Background: an optimization exercise with open tools, aiming at small area. Do not read the settings as production practice. In this exercise RTL edits were held to simulation tests only and were not proved equivalent to the original. Power is estimated from default activity; no workload was simulated.

== north ==
## fpgarx
module fpgarx
  (
   input             clk,
   input             rst,
   input             cmd_valid,
   input      [7:0]  cmd_byte,
   input      [9:0]  RFIn,
   output     [19:0] i_out,
   output     [19:0] q_out,
   output            out_clk,
   output            sinGen
   );
wire [3:0] opP = ~cmd_valid          ? 4'd0 :
                 (cmd_byte == 8'd97)  ? 4'd1 :
                 (cmd_byte == 8'd98)  ? 4'd2 :
                 (cmd_byte == 8'd102) ? 4'd3 :
                 (cmd_byte == 8'd103) ? 4'd4 :
                 (cmd_byte == 8'd109) ? 4'd5 :
                 (cmd_byte == 8'd110) ? 4'd6 :
                 (cmd_byte == 8'd112) ? 4'd7 :
                 (cmd_byte == 8'd111) ? 4'd8 :
                 (cmd_byte == 8'd104) ? 4'd9 :
                 (cmd_byte == 8'd113) ? 4'd10 : 4'd0;
wire       gsP  = cmd_valid & (cmd_byte[7:2] == 6'b001100);    
reg  [3:0] opA;
reg        gsA;
reg  [1:0] gA;
reg  [1:0] CICGain;
reg        rst1, rst2;
always @(posedge clk) begin
  rst1 <= rst;
  rst2 <= rst1;
  if (rst) begin
    opA <= 4'd0; gsA <= 1'b0; gA <= 2'd0; CICGain <= 2'd0;
  end else begin
    opA <= opP; gsA <= gsP; gA <= cmd_byte[1:0];
    if (gsA) CICGain <= gA;
  end
  ...
clock: 10.0 ns
lec_check: 0
cap_margin: 20
core_margin: 2
core_utilization: 70
cts_buf_list: sky130_fd_sc_hd__clkbuf_8
slew_margin: 20
synth_memory_max_bits: 32768
run.sh (not shown) runs the stock make flow with config.mk's settings and CLKGATE_MAP_FILE= SYNTH_SCRIPT=/design/flow/synth_recipe.tcl, a recipe that flattens the netlist after the stock synthesis.
Setup changes, north to south
- CTS_BUF_LIST no longer set, was sky130_fd_sc_hd__clkbuf_8
- Compared with north, in south share of total power in combinational logic barely changed; hold slack went up 0.023 ns; peak fanout along the critical path has decreased; slew at the pin closest to its max-slew limit comparable.
- | maximum frequency | south vs north | ≈ equal |
- Comparing north and south, the higher core utilization was measured on south.
- Average vias per placed instance is lower on north

* * *

main:
fpgarx, a different RTL version from the one above (not shown whole).
Size: roughly 5000 cells after synthesis, about 1700 flip-flops, ~63 I/O pins, about 65000 µm² of cells after synthesis.
export LEC_CHECK = 0
export CAP_MARGIN = 20
export CORE_MARGIN = 2
export CORE_UTILIZATION = 70
export CTS_BUF_LIST = sky130_fd_sc_hd__clkbuf_16
export CTS_CLUSTER_DIAMETER = 100
export CTS_CLUSTER_SIZE = 30
export SLEW_MARGIN = 20
export SYNTH_MEMORY_MAX_BITS = 32768
create_clock -name core_clock -period 10.0 [get_ports {clk}]
Inputs modified between main and the feature branch:
- a change of CTS_CLUSTER_DIAMETER from 100 to 80
- a change of CORE_UTILIZATION from 70 to 75
- a change of CTS_CLUSTER_SIZE from 30 to 25
[summary]
Half-perimeter wire length after detailed placement of the feature branch exceeds that of main by a few percent. Diff main -> the feature branch | overall via count from detail_route | increase of 1.7%. In the flow results for the feature branch and main, the maximum VDD drop is larger on the feature branch. Share of flip-flops with an asynchronous set or reset after synthesis: main vs the feature branch identical.

* * *

build 74:
Another version of the RTL of fpgarx (not shown whole).
Size: ~4900 cells after synthesis, ~1700 flip-flops, about 63 I/O pins, roughly 65000 sq um of cells after synthesis.
Settings: LEC_CHECK=0, CAP_MARGIN=20, CORE_MARGIN=2, CORE_UTILIZATION=75, CTS_BUF_LIST=sky130_fd_sc_hd__clkbuf_16, CTS_CLUSTER_DIAMETER=80, CTS_CLUSTER_SIZE=25, SLEW_MARGIN=20, SYNTH_MEMORY_MAX_BITS=32768; clock period 10.0 ns.
Changes in build 4 relative to build 74:
- CTS_CLUSTER_SIZE now 30, was 25
- CORE_UTILIZATION now 65, was 75
- CTS_CLUSTER_DIAMETER now 100, was 80
### Flow results
- Build 4 against build 74: routed wire length moved down; initial core utilization moved down; hold slack moved up.
- Global-route met1 utilization is lower on build 4
- The routed wire length per instance in build 4 was lower than what build 74 gave.
- Of build 4 and build 74, build 4 shows the higher final critical-path setup slack, with build 74 below it.
- Per the final summary, build 4 finished and its layout is clean on timing, DRC and antenna.
- Against build 74, minimum clock period in build 4 came out better.
[inputs] build 52 vs build 4
- changing CORE_UTILIZATION from 65 to 70
[summary]
Re relative contribution of the clock network to total power: build 52 is 0.4 points down on build 4.
Build 52 gives less number of buffers created by CTS than build 4 did.
On setup slack, the higher figure sits with build 52, not build 4.
Number of placed instances with taps included (lower): build 52
Taking build 4 as the reference, in build 52 met3 layer wire length in the routed design went up 230 um; non-clock buffer count held; count of vias placed by the detailed router went down 255.
> inputs changed (build 52 -> build 51)
- swapping 70 for 80 in CORE_UTILIZATION
- swapping 100 for 50 in CTS_CLUSTER_DIAMETER
- swapping 30 for 16 in CTS_CLUSTER_SIZE
[summary]
- The areal power density over the cells in build 51 is 1.17 times that in build 52.
- Between build 51 and build 52, the utilization is higher for build 51.
- The faster design of the two is build 52; build 51 tops out lower.
- Summary of build 51 over build 52: total power went up by 21%; number of buffers other than clock buffers in the final layout went down by 1.
- Build 52 -> build 51: total routed wirelength increased by more than a quarter
- Met2 routed wirelength (build 51 vs. build 52) increases by more than half
- From build 51 to build 52, final-report max-slew violation count did not move at all.
- Compared with build 52, build 51 shows total number of placement rows that has gone down by a little under 10%.
- Number of clock-tree buffers in the layout up 110% in build 51 wrt build 52
- Against build 52, build 51 reports a final setup slack of the worst path that is lower.

static timing again, ports no longer ideal:
In the flow no input, the clock included, has a driving cell. The finished layouts below were timed again as built, in two steps. Step 1: set_driving_cell puts a clkbuf_16 on clk and a buf_2 on each other input, an assumption about the parent block. Step 2 moves the port delays by t, midway between the first and last clock arrival at a register: inputs arrive t later, outputs are due t later. That takes back most of the time a late clock gives input paths. Slacks: ideal ports / drivers / drivers and shift; pairs: ideal ports / drivers.
run | t (ns) | setup WS [ns] | pins driven straight from the clock port
north | 0.959 | 0.356 / 0.356 / 0.356 | 1
south | 0.837 | 0.343 / 0.343 / 0.343 | 1
main | 0.738 | 0.395 / 0.326 / 0.467 | 1
the feature branch | 0.746 | 0.368 / 0.305 / 0.480 | 1
build 74 | 0.735 | 0.351 / 0.351 / 0.351 | 1
build 4 | 0.728 | 0.412 / 0.412 / 0.412 | 1
build 52 | 0.727 | 0.446 / 0.446 / 0.446 | 1
build 51 | 0.832 | 0.306 / 0.303 / 0.104 | 1
After both steps setup and hold are still met in every run listed. For build 51, which loses most, drivers alone change the setup slack by -0.003 ns; drivers and shift together by -0.202 ns.
